What follows belongs to an exercise in optimizing a design on an open flow for small area and a short achievable clock period; a production flow would make more cautious choices. The RTL was checked by simulation tests, not by an equivalence proof against the original design. No activity file was given, so power comes from the tool's default toggle rates.

## flow/design.v (module list and top-level ports; edited modules follow where they fit)
// module exe_mul: 1814 lines
// module exe_div: 357 lines
// module exe_muldiv: 32 lines
module exe_muldiv
(
    input logic         clk, rst,
    input logic         wb_do_branch,
    input logic         ix_mul_valid,
    input logic[4:0]    ix_mul_rd,
    input logic[31:0]   ix_mul_rs1,
    input logic[31:0]   ix_mul_rs2,
    input logic[1:0]    ix_mul_op,
    input logic         ix_div_valid,
    input logic[4:0]    ix_div_rd,
    input logic[31:0]   ix_div_rs1,
    input logic[31:0]   ix_div_rs2,
    input logic[1:0]    ix_div_op,
    output logic        mul_valid,
    output logic[4:0]   mul_rd,
    output logic[31:0]  mul_result,
    output logic        div_valid,
    output logic[4:0]   div_rd,
    output logic[31:0]  div_result
);
  // ...
==> flow/run.sh <==
#!/bin/bash
# synth_recipe.tcl (not shown) runs the flow's synth.tcl, then flattens the netlist and writes it again
# the make line also repeats each setting of config.mk as NAME=value (left out here)
make -C /OpenROAD-flow-scripts/flow DESIGN_CONFIG=/design/flow/config.mk WORK_HOME=/design/flow/orfs CLKGATE_MAP_FILE= SYNTH_SCRIPT=/design/flow/synth_recipe.tcl finish
==> flow/config.mk <==
export PLATFORM = sky130hd
export DESIGN_NAME = exe_muldiv
export DESIGN_NICKNAME = exe_muldiv
export VERILOG_FILES = /design/flow/design.v
export SDC_FILE = /design/flow/constraint.sdc
export NUM_CORES = 4
export LEC_CHECK = 0
export ABC_AREA = 1
export CAP_MARGIN = 20
export CORE_MARGIN = 2
export CORE_UTILIZATION = 40
export SETUP_SLACK_MARGIN = 5
export SLEW_MARGIN = 20
==> flow/constraint.sdc <==
create_clock -name core_clock -period 9.5 [get_ports {clk}]
set_input_delay 1.9000 -clock core_clock [delete_from_list [all_inputs] [get_ports {clk}]]
set_output_delay 1.9000 -clock core_clock [all_outputs]
set_load 0.01 [all_outputs]
==> impl_metrics.json, run 1 <==
{
  "clock_area_frac": 0.0523,
  "highest_layer": "met5",
  "intPower_mw": 19.5,
  "p_switching_mw": 16.4,
  "syn_area_per_cell_um2": 7.35,
  "ys_warn_count": 2,
  "cp_max_fo": 8,
  "ios": 223,
  "area_delta_synth_final_pct": 15.8,
  "final-nonclk-buf-share": 0.0376,
  "avgRoutedWirePerCell_um": 19.3,
  "status": "no timing/DRC/antenna violations",
  "r2r_cells": 31,
  "skew_ns": 0.0789,
  "drv_slew": 0,
  "buffers": 465,
  "route.detailed.drc": 0,
  "cellPowerDensity_mw_per_mm2": 300,
  "use_met3": 0.0471,
  "crit_path_start_kind": "register",
  "cts_setup_buffers": 62,
  "drt-initial-drc-count": 7904,
  "top_usage_layer": "met2",
  "min_from": "div.q3_reg[7]",
  "place_inst": 17400,
  "drt_wl_total_um": 346000,
  "grt_overflow_total": 0,
  "seq-power_mw": 8.71,
  "synth-compound-area-share": 0.0886,
  "fin_util": 0.466,
  "clk-insertion-delay-late_ns": 0.86,
  "min_delay_path_depth": 0,
  "yosys-top-cells-count": "nand2_1, inv_1, dfxtp_1, nor2_1, xor2_1",
  "tightest_slew_ns": 1.43,
  "met1Wirelength_um": 153000,
  "seq_area_mm2": 0.0319,
  "vias_per_cell": 5.08,
  "yosys.area_share.simple": 0.243
}
==> inputs of run 2 (changes only) <==
--- a/flow/config.mk
+++ b/flow/config.mk
@@ -10,4 +10,3 @@
 export CORE_MARGIN = 2
 export CORE_UTILIZATION = 40
-export SETUP_SLACK_MARGIN = 5
 export SLEW_MARGIN = 20
==> run 2 against run 1 <==
  * Still clean
  * Combinational power shrank 3%
  * Setup slack lost 2.3 ns
  * Non-clock buffer count shrank 148
  * Final cell count shrank 0.93%
  * Synthesized area is the same
  * Critical path depth is the same
  * Die area is the same
  * Register-to-register slack lost 2.3 ns
  * Count of clock-buffer cells in the layout grew 2
  * Clock skew grew 0.028 ns
  * Flip-flop and latch count is the same
  * Sequential share of layout area grew 0.96 points
  * Critical endpoint is now div.rn4_reg[28]
==> impl_metrics.json, run 2 <==
{
  "clock-sinks": 1588,
  "grt_max_degree": 42,
  "hold_end": "div.rn12_reg[2]",
  "fmax_mhz": 147,
  "dp_hpwl_um": 266000,
  "core_area_mm2": 0.257,
  "htree_num_levels": 4,
  "place.gp.congestion": 0.976,
  "mostFrequentLayoutCells": "nand2_1, inv_1, dfxtp_1",
  "finalHoldViolCount": 0,
  "met1Wirelength_um": 150000,
  "final_common_cell": "nand2_1",
  "largest_reg_flops": 127,
  "fillCellCount": 26400,
  "route.detailed.drc": 0,
  "maxCapViolCount": 0,
  "status": "no timing/DRC/antenna violations",
  "rrSetupSlack_ns": 2.69,
  "intPower_mw": 19.2,
  "grt_overflow_total": 0,
  "muxShareOfSynthArea": 0.00153,
  "fin_crit_ns": 6.81,
  "synth.most_common_cell": "nand2_1",
  "cpMostUsedCell": "nand2_1",
  "ys_warn_count": 2,
  "ir_drop_mv": 0.302,
  "numPortBuffers": 222,
  "seq_area_frac_synth": 0.308,
  "layout_setup_ws_ns": 2.69,
  "synth-main-ff-cell": "dfxtp_1",
  "cts.clk_slew.worst_paths_ns": 0.07,
  "first_pass_iters": 6,
  "cts_buffer_depth": 4,
  "whs_ns": 0.301,
  "min_delay_path_depth": 0,
  "cpPeakStageDelay_ns": 0.48,
  "rsz0062_at_grt": "no",
  "die_h_um": 512,
  "cp_max_fo": 16,
  "crit_path_start_kind": "register",
  "dpl_cell_area_mm2": 0.109,
  "grt_pass1_vias": 86300,
  "syn-cell-area_mm2": 0.103,
  "tightest_slew_ns": 1.18,
  "synthCells": 14100,
  "cts_setup_buffers": 0,
  "yosys-top-cells-count": "nand2_1, inv_1, dfxtp_1, nor2_1, xor2_1",
  "path_class": "register to register",
  "switching_share": 0.457,
  "max_slew_margin": 0.216,
  "drv_slew": 0,
  "syn_area_per_cell_um2": 7.35,
  "place_ws_ns": 2.66,
  "skew_ns": 0.107,
  "seq_area_mm2": 0.0318,
  "ios": 223,
  "dr_total_vias": 88900,
  "tns_ns": 0,
  "die_w_um": 512,
  "wl_met3_um": 26600,
  "fin_nets": 15500,
  "synthTopCellsByArea": "dfxtp_1, nand2_1, fa_1",
  "reg2reg_from": "div.d3_reg[1]",
  "p_seq_frac": 0.246,
  "synth-xor-area-share": 0.0820,
  "p_switching_mw": 16.2,
  "cp.arrival_ns": 7.57,
  "multi_input_area_mm2": 0.0609,
  "cts_resized": 0,
  "clock_power_share": 0.208,
  "p_total_mw": 35.4,
  "ctsRootBufferMaster": "clkbuf_16",
  "slowest_stage": "fa_1",
  "startpoint": "div.d3_reg[1]",
  "drt-initial-drc-count": 7403,
  "yosys.area_share.simple": 0.243,
  "area_delta_synth_final_pct": 11.6,
  "numCtsBuffers": 182,
  "die-area_mm2": 0.262,
  "finalCritPeriodShare": 0.717,
  "synth-compound-area-share": 0.0886,
  "yosysUniqueCellTypes": 60,
  "grt_pass1_wl_um": 510000,
  "std_cell_rows": 186,
  "initial_core_util": 0.402,
  "wl_met2_um": 146000,
  "power_leakage_nw": 59.0,
  "synth_edf_count": 0,
  "yosysTopAreaCell": "dfxtp_1",
  "antenna_found_initial": 19,
  "ys_ff_latch": 1588,
  "clk-insertion-delay-late_ns": 0.88,
  "comb_power_share": 0.546,
  "drive_gt1_frac": 0.0372,
  "synth_nets": 15300,
  "highest_layer": "met5",
  "cts_hold_buf": 0,
  "vias_per_cell": 5.01,
  "synth_top_area_share": 0.308,
  "cts_tree": "yes",
  "synth_top_family_by_area": "simple AND/OR/NAND/NOR gates",
  "fin_area_mm2": 0.115,
  "cellPowerDensity_mw_per_mm2": 307,
  "min_from": "div.rn11_reg[2]",
  "end_kind": "register",
  "ant_nets": 0,
  "synth_fa_ha_area_frac": 0.174,
  "r2r_cells": 31,
  "avgRoutedWirePerCell_um": 18.9,
  "finalSetupViolCount": 0,
  "grt_usage": 0.250,
  "reg2reg_to": "div.rn4_reg[28]",
  "ys_async_sr_fraction": 0,
  "hp-class": "register to register",
  "worst_ep_required_time_ns": 10.26,
  "drt_wl_total_um": 335000
}
## run 2: cell counts after synthesis
Identical to the previous run, type by type.
## run 2: how the worst max path moves through the flow
stage                      endpoint  cells past startpoint
floorplan           div.rn4_reg[20]                     31
global placement    div.rn4_reg[28]                     31
detailed placement  div.rn4_reg[28]                     31
CTS                 div.rn4_reg[28]                     31
global route        div.rn4_reg[31]                     31
finish              div.rn4_reg[28]                     31
## run 2: power groups by stage
stage / registers, mW / logic, mW / clock network [mW]
detailed placement: 8.84 / 18.9 / 0
global placement: 8.84 / 18.7 / 0
finish: 8.71 / 19.3 / 7.35
global route: 8.78 / 21.7 / 7.81
CTS: 8.70 / 19.0 / 7.54
floorplan: 8.45 / 12.3 / 0
## run 2: stage by stage
stage	utilization	cells
detailed placement	0.424	17400
CTS	0.449	17700
floorplan	-	14100
finish	0.449	17700
global route	0.449	17700
global placement	0.424	17400
## run 2: logic make-up (layout without fill, tap and decap cells)
logic type	after synthesis	after routing
fa+ha+maj	1143	1143
mux	14	14
buf+inv	2756	3042
compound gates	1599	1599
simple gates	5983	5983
other cells	0	9
flops	1588	1588
xor+xnor	968	968
## run 2: final cells by class
class | instances | share of cell area
multi-input cells | 9707 | 0.529
flip-flops and latches | 1588 | 0.276
inverters | 2397 | 0.0781
clock buffers | 232 | 0.0438
well taps | 3384 | 0.0367
repair buffers | 317 | 0.0255
clock inverters | 96 | 0.0115
diodes | 9 | 0.000195
## run 2: per-layer routing
metal,up-vias,GRT usage
li1,44400,-
met1,40700,0.339
met2,3243,0.396
met3,613,0.0487
met4,4,0.0804
met5,-,0
## run 2: critical path, delay by kind of cell (launching register included)
| kind | cells | cell delay [ns] |
|---|---|---|
| AO/OA/AOI/OAI | 3 | 0.69 |
| adder cells (fa/ha/maj) | 3 | 1.15 |
| buffers and inverters | 5 | 1.43 |
| flip-flops | 1 | 0.36 |
| AND/OR/NAND/NOR | 20 | 3.05 |
==> inputs of run 3 (changes only) <==
--- a/flow/config.mk
+++ b/flow/config.mk
@@ -7,6 +7,8 @@
 export LEC_CHECK = 0
 export ABC_AREA = 1
+export ABC_CLOCK_PERIOD_IN_PS = 4000
 export CAP_MARGIN = 20
 export CORE_MARGIN = 2
 export CORE_UTILIZATION = 40
+export SETUP_SLACK_MARGIN = 5
 export SLEW_MARGIN = 20
==> run 3 against run 2 <==
  * Global-route usage up 0.41 points
  * Critical path depth unchanged
  * Die area unchanged
  * Wire length increased by 3.1%
  * Count of clock-buffer cells in the layout is 2 lower
  * Power is 1.5% higher
  * Synthesized cell count is the same
  * Maximum frequency up 51%
  * Utilization grew 1.7 points
  * Final cell count up 0.94%
  * Clock power hardly changed
  * Non-clock buffer count rose by 148
  * Largest cell class unchanged
==> impl_metrics.json, run 3 <==
{
  "drive_gt1_frac": 0.0802,
  "synth.most_common_cell": "nand2_1",
  "cts_buffer_depth": 4,
  "syn-cell-area_mm2": 0.103,
  "worst_ep_required_time_ns": 10.23,
  "cts.clk_slew.worst_paths_ns": 0.06,
  "fmax_mhz": 222,
  "cp_max_fo": 8,
  "numCtsBuffers": 182,
  "ir_drop_mv": 0.356,
  "initial_core_util": 0.402,
  "drv_slew": 0,
  "first_pass_iters": 6,
  "route.detailed.drc": 0,
  "skew_ns": 0.0789,
  "area_delta_synth_final_pct": 15.8,
  "path_class": "register to register",
  "yosysTopAreaCell": "dfxtp_1",
  "ctsRootBufferMaster": "clkbuf_16",
  "synth_edf_count": 0,
  "rsz0062_at_grt": "yes",
  "cpMostUsedCell": "nand2_2",
  "final_cells": 17900,
  "ant_nets": 0,
  "fin_nets": 15700,
  "final_common_cell": "nand2_1",
  "crit_path_start_kind": "register",
  "startpoint": "div.rn3_reg[21]",
  "die_h_um": 512,
  "numPortBuffers": 222,
  "yosysUniqueCellTypes": 60,
  "synth_nets": 15300,
  "grt_max_degree": 39,
  "ys_ff_latch": 1588,
  "antenna_found_initial": 20,
  "min_from": "div.q3_reg[7]",
  "dp_hpwl_um": 266000,
  "slowest_stage": "fa_2",
  "core_area_mm2": 0.257,
  "max_slew_margin": 0.0389,
  "vias_per_cell": 5.08,
  "die_w_um": 512,
  "finalSetupViolCount": 0,
  "end_kind": "register",
  "cpPeakStageDelay_ns": 0.44,
  "cts_tree": "yes",
  "grt_usage": 0.254,
  "multi_input_area_mm2": 0.0635,
  "p_total_mw": 35.9,
  "largest_reg_flops": 127,
  "cellPowerDensity_mw_per_mm2": 300,
  "fin_crit_ns": 4.51,
  "clk-insertion-delay-late_ns": 0.86,
  "cp.arrival_ns": 5.24,
  "tns_ns": 0,
  "synthCells": 14100,
  "status": "no timing/DRC/antenna violations",
  "grt_pass1_wl_um": 517000,
  "std_cell_rows": 186,
  "tightest_slew_ns": 1.43,
  "ys_warn_count": 2,
  "power_leakage_nw": 60.3,
  "dpl_cell_area_mm2": 0.109,
  "avgRoutedWirePerCell_um": 19.3,
  "fillCellCount": 26000,
  "grt_pass1_vias": 87300,
  "place_inst": 17400,
  "place.gp.congestion": 0.972,
  "fin_util": 0.466,
  "seq_area_mm2": 0.0319,
  "dr_total_vias": 90900,
  "finalHoldViolCount": 0,
  "fin_area_mm2": 0.120,
  "clock-sinks": 1588,
  "syn_area_per_cell_um2": 7.35,
  "yosys-top-cells-count": "nand2_1, inv_1, dfxtp_1, nor2_1, xor2_1",
  "hp-class": "register to register",
  "ys_async_sr_fraction": 0,
  "drt-initial-drc-count": 7904,
  "reg2reg_from": "div.rn3_reg[21]",
  "die-area_mm2": 0.262,
  "maxCapViolCount": 0,
  "grt_overflow_total": 0,
  "synth_top_area_share": 0.308,
  "seq_area_frac_synth": 0.308,
  "finalCritPeriodShare": 0.475,
  "synthTopCellsByArea": "dfxtp_1, nand2_1, fa_1",
  "synth-main-ff-cell": "dfxtp_1",
  "ios": 223,
  "htree_num_levels": 4,
  "drt_wl_total_um": 346000,
  "mostFrequentLayoutCells": "nand2_1, inv_1, dfxtp_1"
}
-- run 3: cell types whose count changed in the layout (fill, tap and decap cells not counted), sizes merged --
| cell | previous run | this run |
|---|---|---|
| buf | 95 | 238 |
| o21bai | 45 | 46 |
| diode | 9 | 5 |
| nor2 | 820 | 821 |
| nand2 | 3764 | 3783 |
| clkinvlp | 16 | 23 |
| clkbuf | 232 | 235 |
| inv | 2405 | 2391 |
| a21oi | 583 | 584 |
| clkinv | 48 | 57 |
-- run 3: what timing repair did --
| item | CTS | global route |
|---|---|---|
| setup endpoints to repair | 302 | 291 |
| setup buffers | 62 | 80 |
| hold buffers | 0 | 0 |
| resized for setup | 284 | 468 |
| pin swaps | 36 | 124 |
| gates cloned | 19 | 16 |
-- run 3: critical path, delay by kind of cell (launching register included) --
| kind | cells | cell delay, ns |
|---|---|---|
| AOI/OAI and AO/OA | 6 | 0.86 |
| xor gates and xnor gates | 1 | 0.14 |
| adders and majority gates | 4 | 1.12 |
| buffers and inverters | 8 | 0.76 |
| DFF | 1 | 0.31 |
| and+or+nand+nor | 12 | 1.18 |
-- run 3: cell type report --
type	instances	share of cell area
clock inverter	91	0.0103
timing repair buffer	465	0.0376
clock buffer	230	0.0420
sequential	1588	0.266
antenna	5	0.000105
tap	3384	0.0354
inverter	2397	0.0770
multi-input combinational	9729	0.531
timing repair inverter	7	0.000491
-- run 3: routing by layer --
| layer | track usage | wire length (µm) |
|---|---|---|
| met1 | 0.346 | 153000 |
| met3 | 0.0471 | 27100 |
| met5 | 0.00110 | 90 |
| met2 | 0.403 | 153000 |
| met4 | 0.0818 | 12800 |
-- run 3: worst paths after layout --
path                endpoint  slack (ns)  cells past startpoint
max          div.rn4_reg[30]        4.99                     31
min           div.q4_reg[10]        0.28                      0
max reg2reg  div.rn4_reg[30]        4.99                     31
min reg2reg   div.q4_reg[10]        0.28                      0
-- run 3: kinds of logic (layout without fill, tap and decap cells) --
kind of cell,count (synthesis),in the layout,share of synthesized area
adders and majority gates,1143,1143,0.174
buffers and inverters,2756,3190,0.103
DFF,1588,1588,0.308
muxes,14,14,0.00153
AOI/OAI and AO/OA,1599,1601,0.0886
and+or+nand+nor,5983,6003,0.243
xor gates and xnor gates,968,968,0.0820
other,0,5,0
-- run 3: through the flow --
stage          setup WS, ns  hold WS (ns)
2_1_floorplan          5.04         0.310
3_3_place_gp           3.08         0.310
3_5_place_dp           3.02         0.312
4_1_cts                4.97         0.275
5_1_grt                4.77         0.286
6_report               4.99         0.281
-- run 3: power breakdown --
part / internal [mW] / switching (mW) / total (mW)
combinational: 7.12 / 12.8 / 19.9
clock: 4.42 / 2.90 / 7.33
sequential: 7.93 / 0.784 / 8.71
total: 19.5 / 16.4 / 35.9
==> inputs of run 4 (changes only) <==
==> flow/flow/run.sh (new file) <==
#!/bin/bash
# The standard layout (the standard.sh, all steps), with one change to
# synthesis: no full/half-adder cell extraction (ADDER_MAP_FILE empty), so
# that ABC maps the adders into plain gates. Registers are unchanged.
set -euo pipefail
export ADDER_MAP_FILE=
bash standard.sh > standard.log 2>&1
==> flow/standard.sh (new file) <==
#!/bin/bash
# synth_recipe.tcl (not shown) runs the flow's synth.tcl, then flattens the netlist and writes it again
# the make line also repeats each setting of config.mk as NAME=value (left out here)
make -C /OpenROAD-flow-scripts/flow DESIGN_CONFIG=/design/flow/config.mk WORK_HOME=/design/flow/orfs CLKGATE_MAP_FILE= SYNTH_SCRIPT=/design/flow/synth_recipe.tcl "${@:-finish}"
--- a/flow/config.mk
+++ b/flow/config.mk
@@ -7,5 +7,4 @@
 export LEC_CHECK = 0
 export ABC_AREA = 1
-export ABC_CLOCK_PERIOD_IN_PS = 4000
 export CAP_MARGIN = 20
 export CORE_MARGIN = 2
removed: flow/run.sh
==> run 4 against run 3 <==
  * Maximum frequency rose by 2.2%
  * Critical path depth shrank 10
  * Die area increased by 0.27%
  * Global-route usage rose by 0.99 points
  * Highest routed layer unchanged
  * Non-clock buffer count down 42
==> impl_metrics.json, run 4 <==
{
  "final_cells": 20500,
  "ctsRootBufferMaster": "clkbuf_16",
  "wl_met2_um": 156000,
  "place.gp.congestion": 0.977,
  "ir_drop_mv": 0.318,
  "min_delay_path_depth": 0,
  "synth-main-ff-cell": "dfxtp_1",
  "finalSetupViolCount": 0,
  "fin_util": 0.458,
  "finalCritPeriodShare": 0.465,
  "synthTopCellsByArea": "dfxtp_1, nand2_1, xor2_1",
  "grt_usage": 0.264,
  "die_w_um": 513,
  "ant_nets": 0,
  "vias_per_cell": 4.99,
  "synthCells": 16800,
  "drt-initial-drc-count": 7891,
  "initial_core_util": 0.403,
  "htree_num_levels": 4,
  "place_inst": 20100,
  "critical_path.cell_chain": "clkinv_1, buf_4, o22ai_1, xor2_1, or2_2, nand2_1, xnor2_1, nand2_1, nand4_1, inv_1, o21ai_0, nor2_1, inv_1, nand2_1, xor2_1, nand2_1, nor2_1, nor2_1, nand2_1, nand2_1, xor2_1",
  "final_common_cell": "nand2_1",
  "cpPeakStageDelay_ns": 0.44,
  "cts_tree": "yes",
  "syn_area_per_cell_um2": 6.18,
  "highest_layer": "met5",
  "grt_pass1_wl_um": 543000,
  "grt_overflow_total": 0,
  "wl_met3_um": 29500,
  "reg2reg_from": "mul.s1_one_reg[2]",
  "crit_path_start_kind": "register",
  "hp-class": "register to register",
  "seq_area_frac_synth": 0.307,
  "fmax_mhz": 226,
  "ios": 223,
  "clock-sinks": 1588,
  "skew_ns": 0.0772,
  "drt_wl_total_um": 362000,
  "p_seq_frac": 0.251,
  "power_leakage_nw": 62.3,
  "route.detailed.drc": 0,
  "crit_cells": 21,
  "r2r_cells": 21,
  "synth_top_area_share": 0.307,
  "cp_max_fo": 31,
  "die-area_mm2": 0.263,
  "yosysUniqueCellTypes": 69,
  "switching_share": 0.478,
  "fillCellCount": 26900,
  "core_area_mm2": 0.257,
  "fin_crit_ns": 4.42,
  "slowest_stage": "buf_4",
  "hold_end": "div.rn11_reg[3]",
  "grt_max_degree": 47,
  "clk-insertion-delay-late_ns": 0.88,
  "largest_reg_flops": 127,
  "fin_nets": 17100,
  "finalHoldViolCount": 0,
  "cp.arrival_ns": 5.06,
  "cts.clk_slew.worst_paths_ns": 0.06,
  "cts_buffer_depth": 4,
  "synth_edf_count": 0,
  "numCtsBuffers": 180,
  "status": "no timing/DRC/antenna violations",
  "min_from": "div.rn10_reg[3]",
  "dp_hpwl_um": 280000,
  "rrSetupSlack_ns": 5.08,
  "end_kind": "register",
  "critPathTopFamily": "XOR/XNOR gates",
  "ys_warn_count": 2,
  "antenna_found_initial": 30,
  "tightest_slew_ns": 1.14,
  "intPower_mw": 18.1,
  "clock_power_share": 0.205,
  "cellPowerDensity_mw_per_mm2": 294,
  "worst_ep_required_time_ns": 10.14,
  "dr_total_vias": 102000,
  "yosysTopAreaCell": "dfxtp_1",
  "numPortBuffers": 222,
  "cpMostUsedCell": "nand2_1",
  "max_slew_margin": 0.235,
  "p_switching_mw": 16.6,
  "ys_async_sr_fraction": 0,
  "ys_ff_latch": 1588,
  "syn-cell-area_mm2": 0.104,
  "area_delta_synth_final_pct": 13.7,
  "startpoint": "mul.s1_one_reg[2]",
  "grt_pass1_vias": 94200,
  "tns_ns": 0,
  "path_class": "register to register",
  "crit_buf_inv": 4,
  "rsz0062_at_grt": "no",
  "reg2reg_to": "mul.s2_t_reg[72]",
  "synth_nets": 16900,
  "maxCapViolCount": 0,
  "drv_slew": 0,
  "comb_power_share": 0.544,
  "avgRoutedWirePerCell_um": 17.6,
  "mostFrequentLayoutCells": "nand2_1, inv_1, nor2_1",
  "drive_gt1_frac": 0.0695,
  "die_h_um": 513,
  "synth.most_common_cell": "nand2_1",
  "std_cell_rows": 186,
  "met1Wirelength_um": 162000,
  "yosys-top-cells-count": "nand2_1, inv_1, nor2_1, dfxtp_1, xor2_1",
  "first_pass_iters": 7
}
[run 4: cell count changes after synthesis, moves of 347 or more]
| cell | previous run | this run |
|---|---|---|
| nand2_1 | 3737 | 5322 |
| nor2_1 | 811 | 1909 |
| ha_1 | 653 | 0 |
| fa_1 | 490 | 0 |
| xor2_1 | 797 | 1219 |
| o21ai_0 | 320 | 667 |
[run 4: metal layers]
layer | vias up | track usage
met1 | 45600 | 0.353
met2 | 3413 | 0.420
met5 | - | 0
met4 | 16 | 0.0937
li1 | 52600 | -
met3 | 752 | 0.0515
[run 4: worst max path at each step]
stage | slack, ns | end
3_3_place_gp | 4.02 | div.rn0_reg[30]
5_1_grt | 4.93 | div.rn12_reg[15]
6_report | 5.08 | mul.s2_t_reg[72]
4_1_cts | 4.97 | mul.s2_t_reg[79]
3_5_place_dp | 4.00 | div.rn0_reg[30]
2_1_floorplan | 5.02 | div.d0_reg[29]
[run 4: area by class of cell]
| class | count | area (µm²) | area share |
|---|---|---|---|
| repair inverters | 3 | 20.0 | 0.000170 |
| multi-input cells | 12300 | 61900 | 0.526 |
| clock buffers | 240 | 5030 | 0.0427 |
| flip-flops and latches | 1588 | 31900 | 0.271 |
| repair buffers | 423 | 4150 | 0.0352 |
| well taps | 3384 | 4230 | 0.0359 |
| clock inverters | 77 | 1000 | 0.00853 |
| inverters | 2505 | 9530 | 0.0809 |
| diodes | 13 | 32.5 | 0.000276 |
[run 4: cells by family after synthesis]
logic type	count (synthesis)	share of synthesized area
flip-flops	1588	0.307
buffers and inverters	2875	0.107
AND/OR/NAND/NOR	8618	0.338
adder cells (fa/ha/maj)	5	0.000483
multiplexers	15	0.00163
XOR/XNOR	1504	0.127
AO/OA/AOI/OAI	2148	0.119
[run 4: timing repair]
item                       4_1_cts  5_1_grt
pin swaps                        8       45
gates resized for setup        121      373
gates cloned                     4       16
setup buffers                   22       65
setup endpoints to repair      263      335
hold buffers                     0        0
[run 4: worst reg2reg max path, stage by stage (launching register included)]
cell and delay, ns:
dfxtp_1 0.35, clkinv_1 0.36, buf_4 0.44, o22ai_1 0.31, xor2_1 0.20, or2_2 0.16, nand2_1 0.06, xnor2_1 0.43
nand2_1 0.15, nand4_1 0.11, inv_1 0.05, o21ai_0 0.23, nor2_1 0.06, inv_1 0.10, nand2_1 0.07, xor2_1 0.21
nand2_1 0.13, nor2_1 0.16, nor2_1 0.08, nand2_1 0.08, nand2_1 0.06, xor2_1 0.43
[run 4: power by group through the flow]
| stage | sequential (mW) | combinational [mW] | clock, mW |
|---|---|---|---|
| floorplan | 8.46 | 12.3 | 0 |
| global placement | 8.81 | 17.7 | 0 |
| detailed placement | 8.81 | 17.8 | 0 |
| CTS | 8.67 | 17.9 | 7.29 |
| global route | 8.78 | 20.8 | 7.54 |
| finish | 8.68 | 18.8 | 7.10 |
[run 4: through the flow]
stage / worst slack [ns] / power (mW) / hold WS [ns] / instance area (µm²)
after floorplan: 5.02 / 20.8 / 0.310 / 104000
after global placement: 4.02 / 26.5 / 0.310 / 109000
after detailed placement: 4.00 / 26.6 / 0.312 / 109000
after CTS: 4.97 / 33.9 / 0.303 / 116000
after global routing: 4.93 / 37.1 / 0.307 / 118000
final: 5.08 / 34.6 / 0.301 / 118000

-- separate check: timing with driven ports --
The results above use ideal ports. As a check the final layouts listed here were re-extracted and re-timed, cells and wires unchanged. Step 1 (the two cells are an assumption about what drives the block):
set clk [get_ports {clk}]
set_driving_cell -lib_cell sky130_fd_sc_hd__clkbuf_16 $clk
set_driving_cell -lib_cell sky130_fd_sc_hd__buf_2 [delete_from_list [all_inputs] $clk]
Step 2 also shifts input and output timing later by t, the mid clock arrival at the registers, as if the neighbouring blocks saw the same clock. Slacks: ideal / step 1 / step 2; pairs: ideal / step 1.
run	t, ns	slack for setup (ns)	worst setup path at the end	latest minus earliest clock arrival (ns)
run 1	0.930	4.987 / 4.987 / 4.987	register to register	0.080 / 0.079
run 2	0.916	2.690 / 2.690 / 2.690	register to register	0.108 / 0.108
run 3	0.930	4.987 / 4.987 / 4.987	register to register	0.080 / 0.079
run 4	0.933	5.084 / 5.084 / 4.422	input to register	0.086 / 0.086
After both steps every run listed still meets setup and hold. For run 4, which loses most, drivers alone change the setup slack by 0.000 ns; drivers and shift together by -0.662 ns.
